This design comes from an exercise in tuning for small area and a short achievable clock period on the open sky130 flow, not from production work. Function was not checked in any run shown here: the RTL went through the layout flow alone. Power is estimated from default activity; no workload was simulated.

==> flow/design.v (outline; a module is shown in full before it is edited, if it fits) <==
// module mul: 2271 lines
// module mul_pg: 4 lines
// module mul_g: 3 lines
// module mul_fa: 4 lines
module mul(clk,reset,opcode,go,
	   src_A,
	   src_B,
	   src_hilo,
	   rob_ptr_in,
	   gpr_prf_ptr_in,
	   hilo_prf_ptr_in,
	   y,complete,
	   rob_ptr_out,
	   gpr_prf_ptr_val_out,
	   gpr_prf_ptr_out,
	   hilo_prf_ptr_val_out,
	   hilo_prf_ptr_out);
  // ...
==> flow/flow/run.sh <==
#!/bin/bash
set -euo pipefail
bash standard.sh SETUP_SLACK_MARGIN=6.85 "BUFFER_PORTS_ARGS=-buffer_cell sky130_fd_sc_hd__buf_1" finish > make_finish.log 2>&1
==> flow/standard.sh <==
#!/bin/bash
# synth_recipe.tcl (not shown) runs the flow's synth.tcl, then flattens the netlist and writes it again
# the make line also repeats each setting of config.mk as NAME=value (left out here)
make -C /OpenROAD-flow-scripts/flow DESIGN_CONFIG=/design/flow/config.mk WORK_HOME=/design/flow/orfs CLKGATE_MAP_FILE= SYNTH_SCRIPT=/design/flow/synth_recipe.tcl "${@:-finish}"
==> flow/config.mk <==
export PLATFORM = sky130hd
export DESIGN_NAME = mul
export DESIGN_NICKNAME = mul
export VERILOG_FILES = /design/flow/design.v
export SDC_FILE = /design/flow/constraint.sdc
export NUM_CORES = 4
export LEC_CHECK = 0
export CAP_MARGIN = 20
export CORE_MARGIN = 2
export CORE_UTILIZATION = 40
export CTS_BUF_LIST = sky130_fd_sc_hd__clkbuf_8
export PLACE_DENSITY = 0.75
export SLEW_MARGIN = 20
export SYNTH_HIERARCHICAL = 1
export SYNTH_MINIMUM_KEEP_SIZE = 0
==> flow/constraint.sdc <==
create_clock -name core_clock -period 10.5 [get_ports {clk}]
set_input_delay 2.1000 -clock core_clock [delete_from_list [all_inputs] [get_ports {clk}]]
set_output_delay 2.1000 -clock core_clock [all_outputs]
set_load 0.01 [all_outputs]
==> run notes, run 1 <==
status -> timing/DRC/antenna clean
syn avg cell area -> 11.2 um^2
most frequent CP cell -> fa_1
Synth cell types -> 31
vias -> 25.7k
# clock sinks -> 436
DPL Wire Length -> 69600 um
total chip power -> 13.3 mW
Clk. pwr -> 1.70 mW
Worst Hold Class -> flip-flop to flip-flop
final instance area -> 39400 um^2
Tightest Pin Transition -> 1020 ps
largest cell class by area -> multi-input gates
most frequent cells in the layout -> xnor2_1, fa_1, a22oi_1
crit-path cells -> a22oi_1 > xnor2_1 > fa_1 > fa_1 > fa_1 > fa_1 > fa_1
Synth async-reset ratio -> 0%
Signal buffers -> 307
simple-gate area share of the yosys netlist -> 4.85%
r2r setup slk -> 6890 ps
Synthesis Warnings -> 7
Synth top cells by count -> xnor2_1, fa_1, a22oi_1
Seq power -> 2.70 mW
multi-input gate share of the layout cell area -> 64.3%
highest metal used -> met4
# diodes -> 4
routing usage on met2 -> 37.9%
Worst Path Required -> 11070 ps
met1 usage -> 28.2%
tap cells -> 1165
total grt overflow -> 0
Antenna Violating Nets Remaining -> 0
final WL -> 108000 um
WHS Path Cells -> 0
total core area -> 88200 um^2
Top Registers -> r1_t x179, r0_h x64, r2_y x64
reg2reg start -> r0_a[10]$_DFF_P_
==> run 2: changes to the inputs <==
--- a/flow/config.mk
+++ b/flow/config.mk
@@ -7,7 +7,7 @@
 export LEC_CHECK = 0
 export CAP_MARGIN = 20
 export CORE_MARGIN = 2
-export CORE_UTILIZATION = 40
+export CORE_UTILIZATION = 50
 export CTS_BUF_LIST = sky130_fd_sc_hd__clkbuf_8
 export PLACE_DENSITY = 0.75
 export SLEW_MARGIN = 20
==> run 2 against run 1 <==
Synthesized cell count unchanged. Clock skew decreased by 21 ps. Total power about the same. Sequential share of layout area increased by 0.25 points. Non-clock buffer count decreased by 10. Critical path depth unchanged. Final area decreased by 1.2%.
==> run notes, run 2 <==
status -> timing/DRC/antenna clean
EDFF count, synth -> 0
average vias per placed instance -> 6.07
total core area -> 70100 um^2 (-20%)
CTS Buffer Depth -> 3
Synth area leader -> fa_1
GRT Util Overall -> 28.5%
layout cells sized above 1 -> 9.08%
Initial Util -> 50.6%
pin count of the biggest net entering global routing -> 65
Seq/Total Area, Yosys -> 24.6%
Placed Instances -> 4077
DPL Wire Length -> 66100 um (-5.0%)
CP Max Fanout -> 34
VDD IR max -> 0.278 mV
register with the most flip-flops -> r1_t
net count after synthesis -> 3993
endpoint type of the worst setup path -> flip-flop
pwr dens -> 343 nW/um^2
Top Registers -> r1_t x179, r0_h x64, r2_y x64
Synth Instances -> 3180
setup slack at placement -> 6590 ps
row count -> 97
first-pass GRT wire length -> 160000 um
IO buf count -> 231
max FFs per register -> 179
Synth cell types -> 31 (unchanged)
final WL -> 105000 um (-2.8%)
grt peak-use layer -> met2
total grt overflow -> 0 (unchanged)
RSZ-0062 raised after global routing -> yes
most common cell in the netlist -> xnor2_1
CTS tree -> built
Final WS setup -> 6870 ps
routing usage on met2 -> 46.9% (+9.1 points)
slew margin rel. -> 33.6%
Primary FF master, synth -> dfxtp_1
delay-heaviest family, CP -> adder cells
highest cell delay on the worst timing path -> 690 ps
Synth async-reset ratio -> 0% (unchanged)
largest cells by area after synthesis -> fa_1, dfxtp_1, xnor2_1
critical path arrival -> 4200 ps
Worst Path Buf+Inv -> 0
Synth top cells by count -> xnor2_1, fa_1, a22oi_1
setup_tns -> 0 ps
startpoint types -> flip-flop
die area -> 73200 um^2
most frequent cells in the layout -> xnor2_1, fa_1, a22oi_1
I/O pins -> 232
max_cap viols -> 0
# nets final -> 4034
drt first-iter violations -> 2679
final setup violation count -> 0
Worst Skew -> 32.6 ps
clock buffer count from CTS -> 79
Synthesis Warnings -> 7 (unchanged)
initial antenna violation count -> 1
GRT met3 Usage -> 7.15%
syn avg cell area -> 11.2 um^2 (unchanged)
post-synth top area share -> 29.9%
routability congestion estimate -> 0.915
1st-pass router iterations -> 7
vias -> 25.7k (-0.33%)
Seq cells post-synth -> 436
Worst Path Required -> 11070 ps (about the same)
Antenna Violating Nets Remaining -> 0 (unchanged)
most frequent CP cell -> fa_1
die height -> 270 um
DRC -> 0
area delta synth->final -> 9.63%
Max H-tree Level -> 3
post-DR wirelength/cell -> 24.7 um
post-route minimum period -> 3630 ps
clk slew on worst S/H paths -> 60 ps
CP max stage cell -> dfxtp_4
met1 usage -> 33.8% (+5.6 points)
Pins Over Slew Limit -> 0
Tightest Pin Transition -> 996 ps (-25.9 ps)
Die X -> 270 um
worst-skew pair later-pin latency -> 710 ps
commonest non-fill, non-tap cell in the layout -> xnor2_1
Syn Std Cell Area -> 35500 um^2
leakage power -> 15.7 nW
Crit Path Class -> flip-flop to flip-flop
root buffer cell -> clkbuf_8
crit-path cells -> a22oi_1 > xnor2_1 > fa_2 > fa_1 > fa_1 > fa_1 > fa_1
Finished Layout Cells -> 4225
vias in the first global route -> 27.9k
hold-fix buffers at CTS -> 0
Worst Hold Class -> flip-flop to flip-flop
Hold Fails Final Rpt -> 0
Highest Clock Rate -> 0.275 GHz
# clock sinks -> 436 (unchanged)
Final period util -> 34.6%
run 2: cell counts after synthesis:
Identical to the previous run, type by type.
run 2: cell type report:
type	count	area, um^2
diodes	2	5.00
clock inverters	45	449
flip-flops and latches	436	8850
inverters	41	154
multi-input cells	2366	25300
well taps	940	1180
clock buffers	98	1350
fillers	6054	31200
repair buffers	297	1630
run 2: cells by family after synthesis:
kind of cell	count (synthesis)	synth area share [%]
AND/OR/NAND/NOR	299	4.85
adder cells (fa/ha/maj)	661	34.5
XOR/XNOR	672	16.6
AO/OA/AOI/OAI	734	15.3
buffers and inverters	378	4.15
flip-flops	436	24.6
run 2: final timing paths:
| check | from | cells after the start | slack, ps | to |
|---|---|---|---|---|
| setup / recovery | r0_one[7]$_DFF_P_ | 7 | 6870 | r1_t[99]$_DFF_P_ |
| hold reg to reg | r0_h[1]$_DFF_P_ | 0 | 310 | r1_t[3]$_DFF_P_ |
| hold / removal | r0_h[1]$_DFF_P_ | 0 | 310 | r1_t[3]$_DFF_P_ |
| setup reg to reg | r0_one[7]$_DFF_P_ | 7 | 6870 | r1_t[99]$_DFF_P_ |
run 2: per-module statistics from Yosys (local to each module, per instance):
module  cells inside  cell area (um^2)  times used
mul             2340             22700           1
mul_fa             1              20.0         530
mul_pg             2              13.8         124
mul_g              1              7.51          62
run 2: where the power goes:
| part | internal [mW] | total, mW | switching [mW] |
|---|---|---|---|
| Combinational | 4.10 | 8.84 | 4.74 |
| Sequential | 2.38 | 2.70 | 0.320 |
| Clock | 1.03 | 1.81 | 0.780 |
| Total | 7.52 | 13.4 | 5.84 |
run 2: worst register-to-register path, delay by kind of cell, from the launching register on:
kind / cells / cell delay [ps]
compound gates: 1 / 220
xor+xnor: 1 / 200
flops: 1 / 690
fa+ha+maj: 5 / 2390
run 2: what timing repair did:
item	in CTS	in global routing
buffers inserted	0	3
resized for setup	40	61
setup endpoints to repair	38	33
run 2: stage by stage:
stage	total power [mW]	cell area, um^2	utilization, %	hold WS, ps
finish	13.4	38900	55.5	311
global route	14.6	38900	55.5	309
CTS	13.4	38700	55.1	301
detailed placement	11.5	36800	52.4	312
global placement	11.3	36800	52.4	310
floorplan	8.99	35500	-	310
run 2: layer usage:
layer	vias to the layer above	routed length (um)
met1	12600	37300
li1	10700	-
met4	0	6740
met5	-	0
met2	1805	49300
met3	480	11200
==> run 3: changes to the inputs <==
==> flow/flow/run.sh (replaced) <==
#!/bin/bash
set -euo pipefail
bash standard.sh SETUP_SLACK_MARGIN=7.0 "BUFFER_PORTS_ARGS=-buffer_cell sky130_fd_sc_hd__buf_1" finish > make_finish.log 2>&1
--- a/flow/config.mk
+++ b/flow/config.mk
@@ -7,7 +7,7 @@
 export LEC_CHECK = 0
 export CAP_MARGIN = 20
 export CORE_MARGIN = 2
-export CORE_UTILIZATION = 50
+export CORE_UTILIZATION = 40
 export CTS_BUF_LIST = sky130_fd_sc_hd__clkbuf_8
 export PLACE_DENSITY = 0.75
 export SLEW_MARGIN = 20
==> run 3 against run 2 <==
Count of clock-buffer cells in the layout shrank 8. Via count grew 3.7%. Combinational power grew 3.1%. Register-to-register slack gained 90 ps. Sequential power is essentially flat. Worst hold slack gained 10 ps. Still clean on timing, DRC and antenna. Fmax grew 2.6%. Critical path type unchanged. Synthesized cell count is the same.
==> run notes, run 3 <==
Synth cell types -> 31 (unchanged)
max_cap viols -> 0 (unchanged)
syn avg cell area -> 11.2 um^2 (unchanged)
Max H-tree Level -> 3 (unchanged)
setup_tns -> 0 ps (unchanged)
reg2reg start -> r0_one[0]$_DFF_P_
drt first-iter violations -> 3589 (+34%)
Worst Hold Endpoint -> r2_rob[0]$_DFF_P_
CP Max Fanout -> 34 (unchanged)
slew margin rel. -> 39.5% (+5.8 points)
Pins Over Slew Limit -> 0 (unchanged)
Layout Utilization -> 45.7% (-9.8 points)
Seq/Total Area, Yosys -> 24.6% (unchanged)
Post-Synth XOR/XNOR Area -> 16.6% (unchanged)
first-pass GRT wire length -> 165000 um (+3.2%)
total chip power -> 13.3 mW (-0.14%)
Worst Path Required -> 11080 ps (about the same)
FILL cells -> 7882 (+30%)
clock buffer count from CTS -> 76 (-3.8%)
# diodes -> 0 (-2)
multi-input logic area -> 25400 um^2 (+0.47%)
status -> timing/DRC/antenna clean
Top Registers -> r1_t x179, r0_h x64, r2_y x64
R2R cell count -> 8 (+1)
I/O pins -> 232 (unchanged)
1st-pass router iterations -> 12 (+5)
Final period util -> 33.7% (-0.87 points)
commonest non-fill, non-tap cell in the layout -> xnor2_1
Tightest Pin Transition -> 906 ps (-89.9 ps)
critical path arrival -> 4120 ps (-80 ps)
switch share -> 44.5% (+0.72 points)
Synthesis Warnings -> 7 (unchanged)
leakage power -> 16.2 nW (+2.8%)
vias -> 26.6k (+3.7%)
post-DR wirelength/cell -> 25.4 um (+2.8%)
post-synthesis mux area share -> 0% (unchanged)
post-route minimum period -> 3540 ps (-90.9 ps)
r2r setup slk -> 6960 ps (+90 ps)
grt peak-use layer -> met2
Synth Instances -> 3180 (unchanged)
CTS tree -> built
Syn Std Cell Area -> 35500 um^2 (unchanged)
root buffer cell -> clkbuf_8
endpoint type of the worst setup path -> flip-flop
most frequent cells in the layout -> xnor2_1, fa_1, a22oi_1
Hold Fails Final Rpt -> 0 (unchanged)
DRC -> 0 (unchanged)
share of total power in sequential cells -> 20.1% (about the same)
routability congestion estimate -> 0.935 (+2.2%)
Internal Power -> 7.41 mW (-1.4%)
Die X -> 302 um (+12%)
total grt overflow -> 0 (unchanged)
die height -> 302 um (+12%)
GRT Util Overall -> 23.9% (-4.6 points)
startpoint types -> flip-flop
Synth async-reset ratio -> 0% (unchanged)
clk slew on worst S/H paths -> 60 ps (about the same)
pin count of the biggest net entering global routing -> 36 (-45%)
RR Endpoint -> r1_t[99]$_DFF_P_
Synth top cells by count -> xnor2_1, fa_1, a22oi_1
Worst Hold Class -> flip-flop to flip-flop
worst-skew pair later-pin latency -> 720 ps (about the same)
Synth area leader -> fa_1
EDFF count, synth -> 0 (unchanged)
Primary FF master, synth -> dfxtp_1
row count -> 109 (+12%)
routing usage on met2 -> 38.3% (-8.6 points)
largest cells by area after synthesis -> fa_1, dfxtp_1, xnor2_1
Post-Synth Adder-Cell Area -> 34.5% (unchanged)
simple-gate area share of the yosys netlist -> 4.85% (unchanged)
register with the most flip-flops -> r1_t
Highest Clock Rate -> 0.282 GHz (+2.6%)
post-synthesis compound-gate area fraction -> 15.3% (unchanged)
# nets final -> 4084 (+1.2%)
net count after synthesis -> 3993 (unchanged)
Net Switching -> 5.93 mW (+1.5%)
Register Area -> 8870 um^2 (+0.33%)
RSZ-0062 raised after global routing -> yes
die area -> 91200 um^2 (+25%)
final setup violation count -> 0 (unchanged)
hold path start -> r1_rob[0]$_DFF_P_
Final WS setup -> 6960 ps (+90.9 ps)
area delta synth->final -> 13.6%
Antenna Violating Nets Remaining -> 0 (unchanged)
VDD IR max -> 0.306 mV (+10%)
post-synth top area share -> 29.9% (unchanged)
# clock sinks -> 436 (unchanged)
initial antenna violation count -> 2 (+1)
average vias per placed instance -> 5.94 (-2.2%)
WHS Path Cells -> 0 (unchanged)
max FFs per register -> 179 (unchanged)
layout cells sized above 1 -> 11.2% (+2.1 points)
pwr dens -> 331 nW/um^2 (-3.6%)
Initial Util -> 40.2% (-10 points)
GRT met3 Usage -> 6.46% (-0.70 points)
Crit Path Class -> flip-flop to flip-flop
Worst Skew -> 33.9 ps (+1.24 ps)
IO buf count -> 231 (unchanged)
Seq cells post-synth -> 436 (unchanged)
vias in the first global route -> 27.6k (-0.99%)
most common cell in the netlist -> xnor2_1
total core area -> 88200 um^2 (+26%)
Logic pwr share -> 68.3% (+2.1 points)
clock group share of total power -> 11.6% (-2.0 points)
setup slack at placement -> 6560 ps (-28.1 ps)
largest family of logic cells by synthesized area -> adder cells
final WL -> 114000 um (+9.1%)
CTS Buffer Depth -> 3 (unchanged)
DPL Wire Length -> 70100 um (+6.2%)
met1 usage -> 28.6% (-5.2 points)
## run 3: cell count changes in the layout (fill, tap and decap cells not counted), moves of 14 or more
cell       change
buf_12        +40
buf_6         -27
clkbuf_16     +20
dfxtp_1       -17
dfxtp_2       +14
## run 3: timing repair
item | 4_1_cts | 5_1_grt
gates resized for setup | 114 | 168
setup buffers | 4 | 21
pin swaps | 2 | 16
setup endpoints to repair | 56 | 36
hold buffers | 0 | 0
gates cloned | 0 | 20
## run 3: cells by family (layout without fill, tap and decap cells)
family | count (synthesis) | count (layout)
AND/OR/NAND/NOR | 299 | 299
adder cells (fa/ha/maj) | 661 | 661
XOR/XNOR | 672 | 672
buffers and inverters | 378 | 516
AO/OA/AOI/OAI | 734 | 734
flip-flops | 436 | 436
## run 3: cell type report
type,instances,share of cell area (%)
clock buffer,90,3.07
clock inverter,35,0.571
inverter,41,0.382
multi-input combinational,2366,63.1
sequential,436,22.0
tap,1165,3.61
timing repair buffer,350,7.30
## run 3: metal layers
metal	up-vias	part of all wire [%]	wire length, um
li1	10800	-	-
met4	0	6.7	7650
met5	-	0	0
met3	544	13	14900
met2	2115	46	51900
met1	13100	35	39500
## run 3: worst max-delay path, stage by stage (launching register included)
cell and delay [ps]:
dfxtp_1 350, buf_12 230, a22oi_1 150, xnor2_1 240, fa_1 500, fa_2 570, fa_1 450, fa_1 460
fa_1 450
## run 3: power by group through the flow
stage | Combinational, mW | Sequential [mW] | Clock [mW]
global route | 10.2 | 2.73 | 1.68
floorplan | 6.33 | 2.66 | 0
CTS | 8.96 | 2.67 | 1.60
global placement | 8.61 | 2.70 | 0
finish | 9.11 | 2.68 | 1.55
detailed placement | 8.84 | 2.71 | 0
## run 3: worst max-delay path by stage
stage	startpoint	to	slack [ps]	cells past startpoint
floorplan	r0_neg[10]$_DFF_P_	r1_t[158]$_DFF_P_	7010	8
global placement	opcode[6]	r0_neg[16]$_DFF_P_	6650	4
detailed placement	opcode[6]	r0_neg[16]$_DFF_P_	6560	4
CTS	r0_one[12]$_DFF_P_	r1_t[111]$_DFF_P_	6990	8
global route	r0_one[2]$_DFF_P_	r1_t[99]$_DFF_P_	6910	8
finish	r0_one[0]$_DFF_P_	r1_t[99]$_DFF_P_	6960	8
## run 3: modules after synthesis (local to each module, per instance)
module | cells inside | flops+latches | area, um^2 | times used
mul_g | 1 | 0 | 7.51 | 62
mul | 2340 | 436 | 22700 | 1
mul_fa | 1 | 0 | 20.0 | 530
mul_pg | 2 | 0 | 13.8 | 124
## run 3: through the flow
stage | instance area [um^2] | cells | hold WS (ps)
6_report | 40300 | 4483 | 322
3_5_place_dp | 37100 | 4313 | 312
3_3_place_gp | 37100 | 4313 | 310
5_1_grt | 40300 | 4483 | 329
4_1_cts | 39100 | 4442 | 325
2_1_floorplan | 35500 | 3180 | 310

separate check: timing with driven ports:
In the flow no input, the clock included, has a driving cell. The finished layouts below were timed again as built, in two steps.
Step 1: set_driving_cell puts a clkbuf_16 on clk and a buf_2 on each other input, an assumption about the parent block.
Step 2, shift: input delay + t, output delay - t, t = (earliest + latest rising clock arrival at the registers) / 2. This alone moves slack from input paths to output paths.
Slacks: ideal ports / drivers / drivers and shift; pairs: ideal ports / drivers.
| run | t, ns | slack for setup (ns) | hold WS [ns] |
|---|---|---|---|
| run 1 | 0.760 | 6.886 / 6.886 / 6.573 | 0.323 / 0.323 / 0.323 |
| run 2 | 0.754 | 6.869 / 6.869 / 6.595 | 0.311 / 0.311 / 0.311 |
| run 3 | 0.762 | 6.960 / 6.960 / 6.505 | 0.322 / 0.322 / 0.322 |
After both steps setup and hold are still met in every run listed. The setup slack of run 3, which loses most, moves by 0.000 ns with the drivers and by -0.455 ns with both steps.
